This design comes from an exercise in tuning for small area and a short achievable clock period on the open sky130 flow, not from production work. At most, simulation tests tie the RTL to the original design; equivalence was not proved. No activity file was given, so power comes from the tool's default toggle rates.

==> module ALU_Pipeline, before the edit <==
module ALU_Pipeline(
  input  logic clk, rst,
  input  logic [31:0] A_in, B_in,
  input  logic [31:0] instr_in,
  output logic [31:0] Result_out,
  output logic Zero_out, Carry_out, Overflow_out, Negative_out
);
  localparam int NS1 = 2;
  logic [6:0] opcode, funct7;
  logic [2:0] funct3;
  logic [31:0] X_d, Y_d;
  logic cin_d, fill_d, sel_sum_d, sel_r_d, sel_l_d;
  logic [4-NS1:0] shamt_d;
  logic [31:0] X_reg, Y_reg;
  logic cin_reg, fill_reg, sel_sum_reg, sel_r_reg, sel_l_reg;
  logic [4-NS1:0] shamt_reg;
  logic [31:0] Result_comb;
  logic Zero_comb, Carry_comb, Overflow_comb;
  InstructionDecoder decoder (
    .instruction(instr_in),
    .opcode(opcode),
    .funct3(funct3),
    .funct7(funct7)
  );
  ALUControl control (
    .opcode(opcode), .funct3(funct3), .funct7(funct7),
    .sel_sum(sel_sum_d), .sel_r(sel_r_d), .sel_l(sel_l_d)
  );
  ALUPre #(.NS1(NS1)) pre (
    .A(A_in), .B(B_in), .funct7(funct7), .funct3(funct3),
    .X(X_d), .Y(Y_d), .cin(cin_d), .shamt(shamt_d), .fill(fill_d)
  );
  always_ff @(posedge clk or posedge rst) begin
    if (rst) begin
      X_reg <= 0;
      Y_reg <= 0;
      cin_reg <= 0;
      shamt_reg <= 0;
      fill_reg <= 0;
      sel_sum_reg <= 0;
      sel_r_reg <= 0;
      sel_l_reg <= 0;
    end else begin
      X_reg <= X_d;
      Y_reg <= Y_d;
      cin_reg <= cin_d;
      shamt_reg <= shamt_d;
      fill_reg <= fill_d;
      sel_sum_reg <= sel_sum_d;
      sel_r_reg <= sel_r_d;
      sel_l_reg <= sel_l_d;
    end
  end
  ALU #(.NS1(NS1)) alu_inst (
    .X(X_reg), .Y(Y_reg), .cin(cin_reg), .shamt(shamt_reg), .fill(fill_reg),
    .sel_sum(sel_sum_reg), .sel_r(sel_r_reg), .sel_l(sel_l_reg),
    .Result(Result_comb),
    .Zero(Zero_comb),
    .Carry(Carry_comb),
    .Overflow(Overflow_comb)
  );
  always_ff @(posedge clk or posedge rst) begin
    if (rst) begin
      Result_out <= 0;
      Zero_out <= 0;
      Carry_out <= 0;
      Overflow_out <= 0;
    end else begin
      Result_out <= Result_comb;
      Zero_out <= Zero_comb;
      Carry_out <= Carry_comb;
      Overflow_out <= Overflow_comb;
    end
  end
  assign Negative_out = Result_out[31];
endmodule
export LEC_CHECK = 0
export CAP_MARGIN = 20
export CORE_MARGIN = 2
export CORE_UTILIZATION = 40
export SETUP_SLACK_MARGIN = 4.0
export SLEW_MARGIN = 20
create_clock -name core_clock -period 7.0 [get_ports {clk}]
standard.sh (not shown) runs the stock make flow with config.mk's settings and CLKGATE_MAP_FILE= SYNTH_SCRIPT=/design/flow/synth_recipe.tcl, a recipe that flattens the netlist after the stock synthesis.
==> flow/flow/run.sh <==
#!/bin/bash
# The standard layout, with the ports buffered by the smallest buffer (the resizer sizes
# them up where timing needs it) instead of buffer_ports' default delay buffer.
set -euo pipefail
bash standard.sh synth > synth.log 2>&1
export BUFFER_PORTS_ARGS="-buffer_cell sky130_fd_sc_hd__buf_1"
bash standard.sh finish > layout.log 2>&1
Then changed:
--- a/flow/design.v
+++ b/flow/design.v
@@ -126,7 +126,7 @@
   output logic [31:0] Result_out,
   output logic Zero_out, Carry_out, Overflow_out, Negative_out
 );
-  localparam int NS1 = 2;
+  localparam int NS1 = 1;
   logic [6:0] opcode, funct7;
   logic [2:0] funct3;
   logic [31:0] X_d, Y_d;
@@ -153,24 +153,21 @@
   );
   always_ff @(posedge clk or posedge rst) begin
     if (rst) begin
-      X_reg <= 0;
-      Y_reg <= 0;
-      cin_reg <= 0;
-      shamt_reg <= 0;
-      fill_reg <= 0;
       sel_sum_reg <= 0;
       sel_r_reg <= 0;
       sel_l_reg <= 0;
     end else begin
-      X_reg <= X_d;
-      Y_reg <= Y_d;
-      cin_reg <= cin_d;
-      shamt_reg <= shamt_d;
-      fill_reg <= fill_d;
       sel_sum_reg <= sel_sum_d;
       sel_r_reg <= sel_r_d;
       sel_l_reg <= sel_l_d;
     end
+  end
+  always_ff @(posedge clk) begin
+    X_reg <= X_d;
+    Y_reg <= Y_d;
+    cin_reg <= cin_d;
+    shamt_reg <= shamt_d;
+    fill_reg <= fill_d;
   end
   ALU #(.NS1(NS1)) alu_inst (
     .X(X_reg), .Y(Y_reg), .cin(cin_reg), .shamt(shamt_reg), .fill(fill_reg),
Design area falls by a few percent.
Power goes down slightly.
Worst hold slack is worse by 0.080 ns.
Final cell count grows slightly.
Setup slack got worse by 0.0070 ns.
Sequential power climbs slightly.
Flip-flop and latch count rises by 1.
First-iteration DRC count goes down by a few percent.
Register-to-register slack is worse by 0.14 ns.
Clock skew is about the same.
Function was not checked in any run of this note: the RTL went through the layout flow alone.


## cedar
The RTL this note starts from:
==> flow/design.v <==
module ALUPre #(parameter int NS1 = 1) (
  input  logic [31:0] A, B,
  input  logic [6:0] funct7,
  input  logic [2:0] funct3,
  output logic [31:0] X, Y,
  output logic cin, add,
  output logic [4-NS1:0] shamt,
  output logic fill
);
  logic [31:0] F, X0;
  logic [31:0] s [0:NS1];
  logic sub, arith, shift, sll, k11, k10, k01, k00;
  assign sll   = (funct3 == 3'b001);
  assign shift = ~funct3[1] & funct3[0];    
  assign arith = (funct3 == 3'b000);        
  assign sub   = funct7[5];
  assign fill  = sub & A[31];
  assign k11 = sub | funct3[1];
  assign k10 = ~sub & ~funct3[0];
  assign k01 = k10;
  assign k00 = sub;
  always_comb
    for (int i = 0; i < 32; i++)
      F[i] = B[i] ? (A[i] ? k11 : k01) : (A[i] ? k10 : k00);
  always_comb
    for (int i = 0; i < 32; i++) X0[i] = shift ? (funct3[2] ? A[i] : A[31-i]) : F[i];
  assign s[0] = X0;
  genvar l;
  generate
    for (l = 0; l < NS1; l++) begin : sh
      localparam int D = 16 >> l;
      assign s[l+1] = (B[4-l] & shift) ? {{D{fill}}, s[l][31:D]} : s[l];
    end
  endgenerate
  assign X = s[NS1];
  assign Y = A;
  assign add = arith;
  assign cin = arith & sub;
  assign shamt = B[4-NS1:0];
endmodule
module ALU #(parameter int NS1 = 1) (
  input  logic [31:0] X, Y,
  input  logic cin, add,
  input  logic [4-NS1:0] shamt,
  input  logic fill, sel_sum, sel_r, sel_l,
  output logic [31:0] Result,
  output logic Zero, Carry, Overflow
);
  logic [32:0] c;
  logic [31:0] zt, sum;
  logic [31:0] g0, p0;
  logic [31:0] t [0:5-NS1];
  logic [31:0] S;
  logic zadd;
  logic [31:0] g;
  assign g = Y & ~X & {32{add}};
  assign g0 = {g[31:1], g[0] | (X[0] & cin)};
  assign p0 = X | g;
  logic [31:0] G [0:9];
  logic [31:0] P [0:9];
  always_comb begin
    G[0] = g0;
    P[0] = p0;
    for (int k = 0; k < 5; k++) begin
      G[k+1] = G[k];
      P[k+1] = P[k];
      for (int i = 0; i < 32; i++)
        if ((i % (2 << k)) == (2 << k) - 1) begin
          G[k+1][i] = G[k][i] | (P[k][i] & G[k][i - (1 << k)]);
          P[k+1][i] = P[k][i] & P[k][i - (1 << k)];
        end
    end
    for (int k = 3; k >= 0; k--) begin
      G[9-k] = G[8-k];
      P[9-k] = P[8-k];
      for (int i = 0; i < 32; i++)
        if ((i % (2 << k)) == (1 << k) - 1 && i >= (2 << k)) begin
          G[9-k][i] = G[8-k][i] | (P[8-k][i] & G[8-k][i - (1 << k)]);
          P[9-k][i] = P[8-k][i] & P[8-k][i - (1 << k)];
        end
    end
  end
  assign c = {G[9], cin};
  assign sum = X ^ c[31:0];
  assign zt = X ^ {p0[30:0], cin};
  assign zadd = ~|zt;
  genvar l;
  assign t[0] = X;
  generate
    for (l = 0; l < 5 - NS1; l++) begin : sh
      localparam int D = 1 << (4 - NS1 - l);
      assign t[l+1] = shamt[4-NS1-l] ? {{D{fill}}, t[l][31:D]} : t[l];
    end
  endgenerate
  assign S = t[5-NS1];
  always_comb
    for (int k = 0; k < 32; k++)
      Result[k] = (sel_r & S[k]) | (sel_l & S[31-k]) | (sel_sum & sum[k]);
  assign Zero = ((sel_r | sel_l) & ~|S) | (sel_sum & zadd) | ~(sel_r | sel_l | sel_sum);
  assign Carry = sel_sum & (c[32] ^ cin);
  assign Overflow = sel_sum & (c[32] ^ c[31]);
endmodule
module ALUControl(
  input  logic [6:0] funct7,
  input  logic [2:0] funct3,
  input  logic [6:0] opcode,
  output logic sel_sum,   
  output logic sel_r,     
  output logic sel_l      
);
  logic rtype, f7z, f7s;
  assign rtype = (opcode == 7'b0110011);
  assign f7z   = rtype & (funct7 == 7'b0000000);
  assign f7s   = rtype & (funct7 == 7'b0100000);
  assign sel_sum = ((f7z | f7s) & (funct3 == 3'b000))
                 | (f7z & funct3[2] & ~funct3[0])        
                 | (f7z & (funct3 == 3'b111));           
  assign sel_r = (f7z | f7s) & (funct3 == 3'b101);
  assign sel_l = f7z & (funct3 == 3'b001);
endmodule
module InstructionDecoder(
  input  logic [31:0] instruction,
  output logic [6:0]  opcode,
  output logic [2:0]  funct3,
  output logic [6:0]  funct7
);
  assign opcode = instruction[6:0];
  assign funct3 = instruction[14:12];
  assign funct7 = instruction[31:25];
endmodule
module ALU_Pipeline(
  input  logic clk, rst,
  input  logic [31:0] A_in, B_in,
  input  logic [31:0] instr_in,
  output logic [31:0] Result_out,
  output logic Zero_out, Carry_out, Overflow_out, Negative_out
);
  localparam int NS1 = 0;
  logic [6:0] opcode, funct7;
  logic [2:0] funct3;
  logic [31:0] X_d, Y_d;
  logic cin_d, add_d, fill_d, sel_sum_d, sel_r_d, sel_l_d;
  logic [4-NS1:0] shamt_d;
  logic [31:0] X_reg, Y_reg;
  logic cin_reg, add_reg, fill_reg, sel_sum_reg, sel_r_reg, sel_l_reg;
  logic [4-NS1:0] shamt_reg;
  logic [31:0] Result_comb;
  logic Zero_comb, Carry_comb, Overflow_comb;
  InstructionDecoder decoder (
    .instruction(instr_in),
    .opcode(opcode),
    .funct3(funct3),
    .funct7(funct7)
  );
  ALUControl control (
    .opcode(opcode), .funct3(funct3), .funct7(funct7),
    .sel_sum(sel_sum_d), .sel_r(sel_r_d), .sel_l(sel_l_d)
  );
  ALUPre #(.NS1(NS1)) pre (
    .A(A_in), .B(B_in), .funct7(funct7), .funct3(funct3),
    .X(X_d), .Y(Y_d), .cin(cin_d), .add(add_d), .shamt(shamt_d), .fill(fill_d)
  );
  always_ff @(posedge clk or posedge rst) begin
    if (rst) begin
      sel_sum_reg <= 0;
      sel_r_reg <= 0;
      sel_l_reg <= 0;
    end else begin
      sel_sum_reg <= sel_sum_d;
      sel_r_reg <= sel_r_d;
      sel_l_reg <= sel_l_d;
    end
  end
  always_ff @(posedge clk) begin
    X_reg <= X_d;
    Y_reg <= Y_d;
    cin_reg <= cin_d;
    add_reg <= add_d;
    shamt_reg <= shamt_d;
    fill_reg <= fill_d;
  end
  ALU #(.NS1(NS1)) alu_inst (
    .X(X_reg), .Y(Y_reg), .cin(cin_reg), .add(add_reg), .shamt(shamt_reg), .fill(fill_reg),
    .sel_sum(sel_sum_reg), .sel_r(sel_r_reg), .sel_l(sel_l_reg),
    .Result(Result_comb),
    .Zero(Zero_comb),
    .Carry(Carry_comb),
    .Overflow(Overflow_comb)
  );
  always_ff @(posedge clk or posedge rst) begin
    if (rst) begin
      Result_out <= 0;
      Zero_out <= 0;
      Carry_out <= 0;
      Overflow_out <= 0;
    end else begin
      Result_out <= Result_comb;
      Zero_out <= Zero_comb;
      Carry_out <= Carry_comb;
      Overflow_out <= Overflow_comb;
    end
  end
  assign Negative_out = Result_out[31];
endmodule
export LEC_CHECK = 0
export ABC_AREA = 1
export CAP_MARGIN = 20
export CORE_MARGIN = 2
export CORE_UTILIZATION = 40
export CTS_BUF_LIST = sky130_fd_sc_hd__clkbuf_4 sky130_fd_sc_hd__clkbuf_8
export PLACE_DENSITY = 0.8
export SETUP_SLACK_MARGIN = 4.5
export SLEW_MARGIN = 20
create_clock -name core_clock -period 7.0 [get_ports {clk}]
==> flow/flow/run.sh <==
#!/bin/bash
# The standard layout, with two changes to how it is made:
# - the ports are buffered by the smallest buffer (the resizer sizes them up where timing
#   needs it) instead of buffer_ports' default delay buffer;
# - timing repair does not clone gates (it sizes and buffers instead).
# Each step writes its full output to a log of its own here (synth.log, layout.log) and under
# orfs/logs/.
set -euo pipefail
bash standard.sh synth > synth.log 2>&1
export BUFFER_PORTS_ARGS="-buffer_cell sky130_fd_sc_hd__buf_1"
export SKIP_GATE_CLONING=1
bash standard.sh finish > layout.log 2>&1
The inputs of tundra differ from those of cedar as listed below.
==> flow/design.v, changed modules only <==
module ALUPre #(parameter int NS1 = 1) (
  input  logic [31:0] A, B,
  input  logic [6:0] funct7,
  input  logic [2:0] funct3,
  output logic [31:0] X, Y,
  output logic cin, add,
  output logic [4-NS1:0] shamt,
  output logic fill
);
  logic [31:0] F, X0;
  logic [31:0] s [0:NS1];
  logic sub, arith, shift, sll, k11, k10, k01, k00;
  assign sll   = (funct3 == 3'b001);
  assign shift = ~funct3[1] & funct3[0];    
  assign arith = (funct3 == 3'b000);        
  assign sub   = funct7[5];
  assign fill  = sub & A[31];
  assign k11 = sub | funct3[1] | funct3[0];
  assign k10 = funct3[0] ? ~funct3[1] : ~sub;
  assign k01 = ~sub & ~funct3[0];
  assign k00 = sub & ~funct3[0];
  always_comb
    for (int i = 0; i < 32; i++)
      F[i] = B[i] ? (A[i] ? k11 : k01) : (A[i] ? k10 : k00);
  always_comb
    for (int i = 0; i < 32; i++) X0[i] = sll ? A[31-i] : F[i];
  assign s[0] = X0;
  genvar l;
  generate
    for (l = 0; l < NS1; l++) begin : sh
      localparam int D = 16 >> l;
      assign s[l+1] = (B[4-l] & shift) ? {{D{fill}}, s[l][31:D]} : s[l];
    end
  endgenerate
  assign X = s[NS1];
  assign Y = A;
  assign add = arith;
  assign cin = arith & sub;
  assign shamt = B[4-NS1:0];
endmodule
Results
The share of final layout cell area taken by clock buffers and inverters in tundra sits 0.18 points below the value recorded for cedar. Going from cedar to tundra, worst hold slack grew by 16 ps, via count of the first global-routing pass shows a reduction of 155, storage element area comparable. tundra completed every stage of the flow, and the final layout passed the timing, design-rule and antenna checks. Re setup TNS: no difference whatsoever between cedar and tundra. Looking at synthesis-to-finish area growth, tundra sits 2.8 points lower than cedar does.
The RTL of cedar was laid out without a check of its function.


ALU_Pipeline, a different RTL version from the one above (not shown whole).
For scale: about 1200 cells after synthesis, about 7700 um^2 of cells after synthesis.
==> module ALUPre, before the edit <==
module ALUPre #(parameter int NS1 = 1) (
  input  logic [31:0] A, B,
  input  logic [6:0] funct7,
  input  logic [2:0] funct3,
  output logic [31:0] X, Y,
  output logic cin,
  output logic [4-NS1:0] shamt,
  output logic fill
);
  logic [31:0] F, X0;
  logic [31:0] s [0:NS1];
  logic sub, arith, shift, sll, k11, k10, k01, k00;
  assign sll   = (funct3 == 3'b001);
  assign shift = ~funct3[1] & funct3[0];    
  assign arith = (funct3 == 3'b000);        
  assign sub   = funct7[5];
  assign fill  = sub & A[31];
  assign k11 = sub | funct3[1] | funct3[0];
  assign k10 = funct3[0] ? ~funct3[1] : ~sub;
  assign k01 = ~sub & ~funct3[0];
  assign k00 = sub & ~funct3[0];
  always_comb
    for (int i = 0; i < 32; i++)
      F[i] = B[i] ? (A[i] ? k11 : k01) : (A[i] ? k10 : k00);
  always_comb
    for (int i = 0; i < 32; i++) X0[i] = sll ? A[31-i] : F[i];
  assign s[0] = X0;
  genvar l;
  generate
    for (l = 0; l < NS1; l++) begin : sh
      localparam int D = 16 >> l;
      assign s[l+1] = (B[4-l] & shift) ? {{D{fill}}, s[l][31:D]} : s[l];
    end
  endgenerate
  assign X = s[NS1];
  assign Y = A & {32{arith}};
  assign cin = arith & sub;
  assign shamt = B[4-NS1:0];
endmodule
==> module ALU, before the edit <==
module ALU #(parameter int NS1 = 1) (
  input  logic [31:0] X, Y,
  input  logic cin,
  input  logic [4-NS1:0] shamt,
  input  logic fill, sel_sum, sel_r, sel_l,
  output logic [31:0] Result,
  output logic Zero, Carry, Overflow
);
  logic [32:0] c;
  logic [31:0] zt, sum;
  logic [31:0] g0, p0;
  logic [31:0] t [0:5-NS1];
  logic [31:0] S;
  logic zadd;
  assign g0 = {Y[31:1] & ~X[31:1], (Y[0] & ~X[0]) | (X[0] & cin)};
  assign p0 = X | Y;
  logic [31:0] G [0:9];
  logic [31:0] P [0:9];
  always_comb begin
    G[0] = g0;
    P[0] = p0;
    for (int k = 0; k < 5; k++) begin
      G[k+1] = G[k];
      P[k+1] = P[k];
      for (int i = 0; i < 32; i++)
        if ((i % (2 << k)) == (2 << k) - 1) begin
          G[k+1][i] = G[k][i] | (P[k][i] & G[k][i - (1 << k)]);
          P[k+1][i] = P[k][i] & P[k][i - (1 << k)];
        end
    end
    for (int k = 3; k >= 0; k--) begin
      G[9-k] = G[8-k];
      P[9-k] = P[8-k];
      for (int i = 0; i < 32; i++)
        if ((i % (2 << k)) == (1 << k) - 1 && i >= (2 << k)) begin
          G[9-k][i] = G[8-k][i] | (P[8-k][i] & G[8-k][i - (1 << k)]);
          P[9-k][i] = P[8-k][i] & P[8-k][i - (1 << k)];
        end
    end
  end
  assign c = {G[9], cin};
  assign sum = X ^ c[31:0];
  assign zt = X ^ {X[30:0] | Y[30:0], cin};
  assign zadd = ~|zt;
  genvar l;
  assign t[0] = X;
  generate
    for (l = 0; l < 5 - NS1; l++) begin : sh
      localparam int D = 1 << (4 - NS1 - l);
      assign t[l+1] = shamt[4-NS1-l] ? {{D{fill}}, t[l][31:D]} : t[l];
    end
  endgenerate
  assign S = t[5-NS1];
  always_comb
    for (int k = 0; k < 32; k++)
      Result[k] = (sel_r & S[k]) | (sel_l & S[31-k]) | (sel_sum & sum[k]);
  assign Zero = ((sel_r | sel_l) & ~|S) | (sel_sum & zadd) | ~(sel_r | sel_l | sel_sum);
  assign Carry = sel_sum & (c[32] ^ cin);
  assign Overflow = sel_sum & (c[32] ^ c[31]);
endmodule
==> module ALU_Pipeline, before the edit <==
module ALU_Pipeline(
  input  logic clk, rst,
  input  logic [31:0] A_in, B_in,
  input  logic [31:0] instr_in,
  output logic [31:0] Result_out,
  output logic Zero_out, Carry_out, Overflow_out, Negative_out
);
  localparam int NS1 = 1;
  logic [6:0] opcode, funct7;
  logic [2:0] funct3;
  logic [31:0] X_d, Y_d;
  logic cin_d, fill_d, sel_sum_d, sel_r_d, sel_l_d;
  logic [4-NS1:0] shamt_d;
  logic [31:0] X_reg, Y_reg;
  logic cin_reg, fill_reg, sel_sum_reg, sel_r_reg, sel_l_reg;
  logic [4-NS1:0] shamt_reg;
  logic [31:0] Result_comb;
  logic Zero_comb, Carry_comb, Overflow_comb;
  InstructionDecoder decoder (
    .instruction(instr_in),
    .opcode(opcode),
    .funct3(funct3),
    .funct7(funct7)
  );
  ALUControl control (
    .opcode(opcode), .funct3(funct3), .funct7(funct7),
    .sel_sum(sel_sum_d), .sel_r(sel_r_d), .sel_l(sel_l_d)
  );
  ALUPre #(.NS1(NS1)) pre (
    .A(A_in), .B(B_in), .funct7(funct7), .funct3(funct3),
    .X(X_d), .Y(Y_d), .cin(cin_d), .shamt(shamt_d), .fill(fill_d)
  );
  always_ff @(posedge clk or posedge rst) begin
    if (rst) begin
      sel_sum_reg <= 0;
      sel_r_reg <= 0;
      sel_l_reg <= 0;
    end else begin
      sel_sum_reg <= sel_sum_d;
      sel_r_reg <= sel_r_d;
      sel_l_reg <= sel_l_d;
    end
  end
  always_ff @(posedge clk) begin
    X_reg <= X_d;
    Y_reg <= Y_d;
    cin_reg <= cin_d;
    shamt_reg <= shamt_d;
    fill_reg <= fill_d;
  end
  ALU #(.NS1(NS1)) alu_inst (
    .X(X_reg), .Y(Y_reg), .cin(cin_reg), .shamt(shamt_reg), .fill(fill_reg),
    .sel_sum(sel_sum_reg), .sel_r(sel_r_reg), .sel_l(sel_l_reg),
    .Result(Result_comb),
    .Zero(Zero_comb),
    .Carry(Carry_comb),
    .Overflow(Overflow_comb)
  );
  always_ff @(posedge clk or posedge rst) begin
    if (rst) begin
      Result_out <= 0;
      Zero_out <= 0;
      Carry_out <= 0;
      Overflow_out <= 0;
    end else begin
      Result_out <= Result_comb;
      Zero_out <= Zero_comb;
      Carry_out <= Carry_comb;
      Overflow_out <= Overflow_comb;
    end
  end
  assign Negative_out = Result_out[31];
endmodule
==> flow/config.mk <==
export PLATFORM = sky130hd
export DESIGN_NAME = ALU_Pipeline
export DESIGN_NICKNAME = ALU_Pipeline
export VERILOG_FILES = /design/flow/design.v
export SDC_FILE = /design/flow/constraint.sdc
export NUM_CORES = 4
export LEC_CHECK = 0
export ABC_AREA = 1
export CAP_MARGIN = 20
export CORE_MARGIN = 2
export CORE_UTILIZATION = 40
export CTS_BUF_LIST = sky130_fd_sc_hd__clkbuf_4 sky130_fd_sc_hd__clkbuf_8
export SETUP_SLACK_MARGIN = 4.5
export SLEW_MARGIN = 20
==> flow/constraint.sdc <==
create_clock -name core_clock -period 7.0 [get_ports {clk}]
set_input_delay 1.4000 -clock core_clock [delete_from_list [all_inputs] [get_ports {clk}]]
set_output_delay 1.4000 -clock core_clock [all_outputs]
set_load 0.01 [all_outputs]
==> flow/flow/run.sh <==
#!/bin/bash
# The standard layout, with the ports buffered by the smallest buffer (the resizer sizes
# them up where timing needs it) instead of buffer_ports' default delay buffer.
set -euo pipefail
bash standard.sh synth > synth.log 2>&1
export BUFFER_PORTS_ARGS="-buffer_cell sky130_fd_sc_hd__buf_1"
bash standard.sh finish > layout.log 2>&1
Edit:
--- a/flow/design.v
+++ b/flow/design.v
@@ -1,12 +1,12 @@
 module ALUPre #(parameter int NS1 = 1) (
   input  logic [31:0] A, B,
   input  logic [6:0] funct7,
   input  logic [2:0] funct3,
   output logic [31:0] X, Y,
-  output logic cin,
+  output logic cin, add,
   output logic [4-NS1:0] shamt,
   output logic fill
 );
   logic [31:0] F, X0;
   logic [31:0] s [0:NS1];
   logic sub, arith, shift, sll, k11, k10, k01, k00;
@@ -30,32 +30,35 @@
     for (l = 0; l < NS1; l++) begin : sh
       localparam int D = 16 >> l;
       assign s[l+1] = (B[4-l] & shift) ? {{D{fill}}, s[l][31:D]} : s[l];
     end
   endgenerate
   assign X = s[NS1];
-  assign Y = A & {32{arith}};
+  assign Y = shift ? {A[31:6], fill, B[4:0]} : A;
+  assign add = arith;
   assign cin = arith & sub;
   assign shamt = B[4-NS1:0];
 endmodule
 module ALU #(parameter int NS1 = 1) (
   input  logic [31:0] X, Y,
-  input  logic cin,
+  input  logic cin, add,
   input  logic [4-NS1:0] shamt,
   input  logic fill, sel_sum, sel_r, sel_l,
   output logic [31:0] Result,
   output logic Zero, Carry, Overflow
 );
   logic [32:0] c;
   logic [31:0] zt, sum;
   logic [31:0] g0, p0;
   logic [31:0] t [0:5-NS1];
   logic [31:0] S;
   logic zadd;
-  assign g0 = {Y[31:1] & ~X[31:1], (Y[0] & ~X[0]) | (X[0] & cin)};
-  assign p0 = X | Y;
+  logic [31:0] g;
+  assign g = Y & ~X & {32{add}};
+  assign g0 = {g[31:1], g[0] | (X[0] & cin)};
+  assign p0 = X | g;
   logic [31:0] G [0:9];
   logic [31:0] P [0:9];
   always_comb begin
     G[0] = g0;
     P[0] = p0;
     for (int k = 0; k < 5; k++) begin
@@ -76,13 +79,13 @@
           P[9-k][i] = P[8-k][i] & P[8-k][i - (1 << k)];
         end
     end
   end
   assign c = {G[9], cin};
   assign sum = X ^ c[31:0];
-  assign zt = X ^ {X[30:0] | Y[30:0], cin};
+  assign zt = X ^ {p0[30:0], cin};
   assign zadd = ~|zt;
   genvar l;
   assign t[0] = X;
   generate
     for (l = 0; l < 5 - NS1; l++) begin : sh
       localparam int D = 1 << (4 - NS1 - l);
@@ -129,21 +132,20 @@
   input  logic clk, rst,
   input  logic [31:0] A_in, B_in,
   input  logic [31:0] instr_in,
   output logic [31:0] Result_out,
   output logic Zero_out, Carry_out, Overflow_out, Negative_out
 );
-  localparam int NS1 = 1;
+  localparam int NS1 = 0;
   logic [6:0] opcode, funct7;
   logic [2:0] funct3;
   logic [31:0] X_d, Y_d;
-  logic cin_d, fill_d, sel_sum_d, sel_r_d, sel_l_d;
+  logic cin_d, add_d, fill_d, sel_sum_d, sel_r_d, sel_l_d;
   logic [4-NS1:0] shamt_d;
   logic [31:0] X_reg, Y_reg;
-  logic cin_reg, fill_reg, sel_sum_reg, sel_r_reg, sel_l_reg;
-  logic [4-NS1:0] shamt_reg;
+  logic cin_reg, add_reg, sel_sum_reg, sel_r_reg, sel_l_reg;
   logic [31:0] Result_comb;
   logic Zero_comb, Carry_comb, Overflow_comb;
   InstructionDecoder decoder (
     .instruction(instr_in),
     .opcode(opcode),
     .funct3(funct3),
@@ -152,13 +154,13 @@
   ALUControl control (
     .opcode(opcode), .funct3(funct3), .funct7(funct7),
     .sel_sum(sel_sum_d), .sel_r(sel_r_d), .sel_l(sel_l_d)
   );
   ALUPre #(.NS1(NS1)) pre (
     .A(A_in), .B(B_in), .funct7(funct7), .funct3(funct3),
-    .X(X_d), .Y(Y_d), .cin(cin_d), .shamt(shamt_d), .fill(fill_d)
+    .X(X_d), .Y(Y_d), .cin(cin_d), .add(add_d), .shamt(shamt_d), .fill(fill_d)
   );
   always_ff @(posedge clk or posedge rst) begin
     if (rst) begin
       sel_sum_reg <= 0;
       sel_r_reg <= 0;
       sel_l_reg <= 0;
@@ -169,17 +171,16 @@
     end
   end
   always_ff @(posedge clk) begin
     X_reg <= X_d;
     Y_reg <= Y_d;
     cin_reg <= cin_d;
-    shamt_reg <= shamt_d;
-    fill_reg <= fill_d;
+    add_reg <= add_d;
   end
   ALU #(.NS1(NS1)) alu_inst (
-    .X(X_reg), .Y(Y_reg), .cin(cin_reg), .shamt(shamt_reg), .fill(fill_reg),
+    .X(X_reg), .Y(Y_reg), .cin(cin_reg), .add(add_reg), .shamt(Y_reg[4-NS1:0]), .fill(Y_reg[5]),
     .sel_sum(sel_sum_reg), .sel_r(sel_r_reg), .sel_l(sel_l_reg),
     .Result(Result_comb),
     .Zero(Zero_comb),
     .Carry(Carry_comb),
     .Overflow(Overflow_comb)
   );
Outcome: The new run completed without violations. Synthesized area decreases slightly. Routed wire length rises slightly. Final area goes up slightly. Cell count shrinks slightly. Non-clock buffer count rose by 8.
No functional check of the RTL was part of any run of this note.

==> static timing again, ports no longer ideal <==
In the flow no input, the clock included, has a driving cell. The finished layouts below were timed again as built, in two steps. Step 1 sets driving cells, clkbuf_16 on the clock port and buf_2 on the other inputs (assumed; they add their load-dependent delay and slew). Step 2 adds t to the input delays and takes it off the output delays; t is the mean of the earliest and latest rising clock arrival at the registers after step 1. Input paths then give back, and output paths get back, about the clock's delay inside the block. Slacks: no drivers / after step 1 / after step 2; pairs: no drivers / after step 1.
run | t (ns) | setup WS [ns] | slew at the worst register clock pin (ns) | cell pins on the clock port's net
the first run of note 1 | 0.405 | 4.088 / 4.109 / 3.704 | 0.08 / 0.08 | 1
the second run of note 1 | 0.401 | 4.081 / 4.081 / 3.809 | 0.08 / 0.08 | 1
cedar | 0.428 | 4.513 / 4.513 / 4.131 | 0.11 / 0.11 | 1
tundra | 0.440 | 4.610 / 4.610 / 4.219 | 0.11 / 0.11 | 1
the first run of note 3 | 0.436 | 4.541 / 4.559 / 4.123 | 0.11 / 0.11 | 1
the second run of note 3 | 0.432 | 4.570 / 4.570 / 4.182 | 0.11 / 0.11 | 1
After both steps every run listed still meets setup and hold. The setup slack of the first run of note 3, which loses most, moves by +0.018 ns with the drivers and by -0.418 ns with both steps.
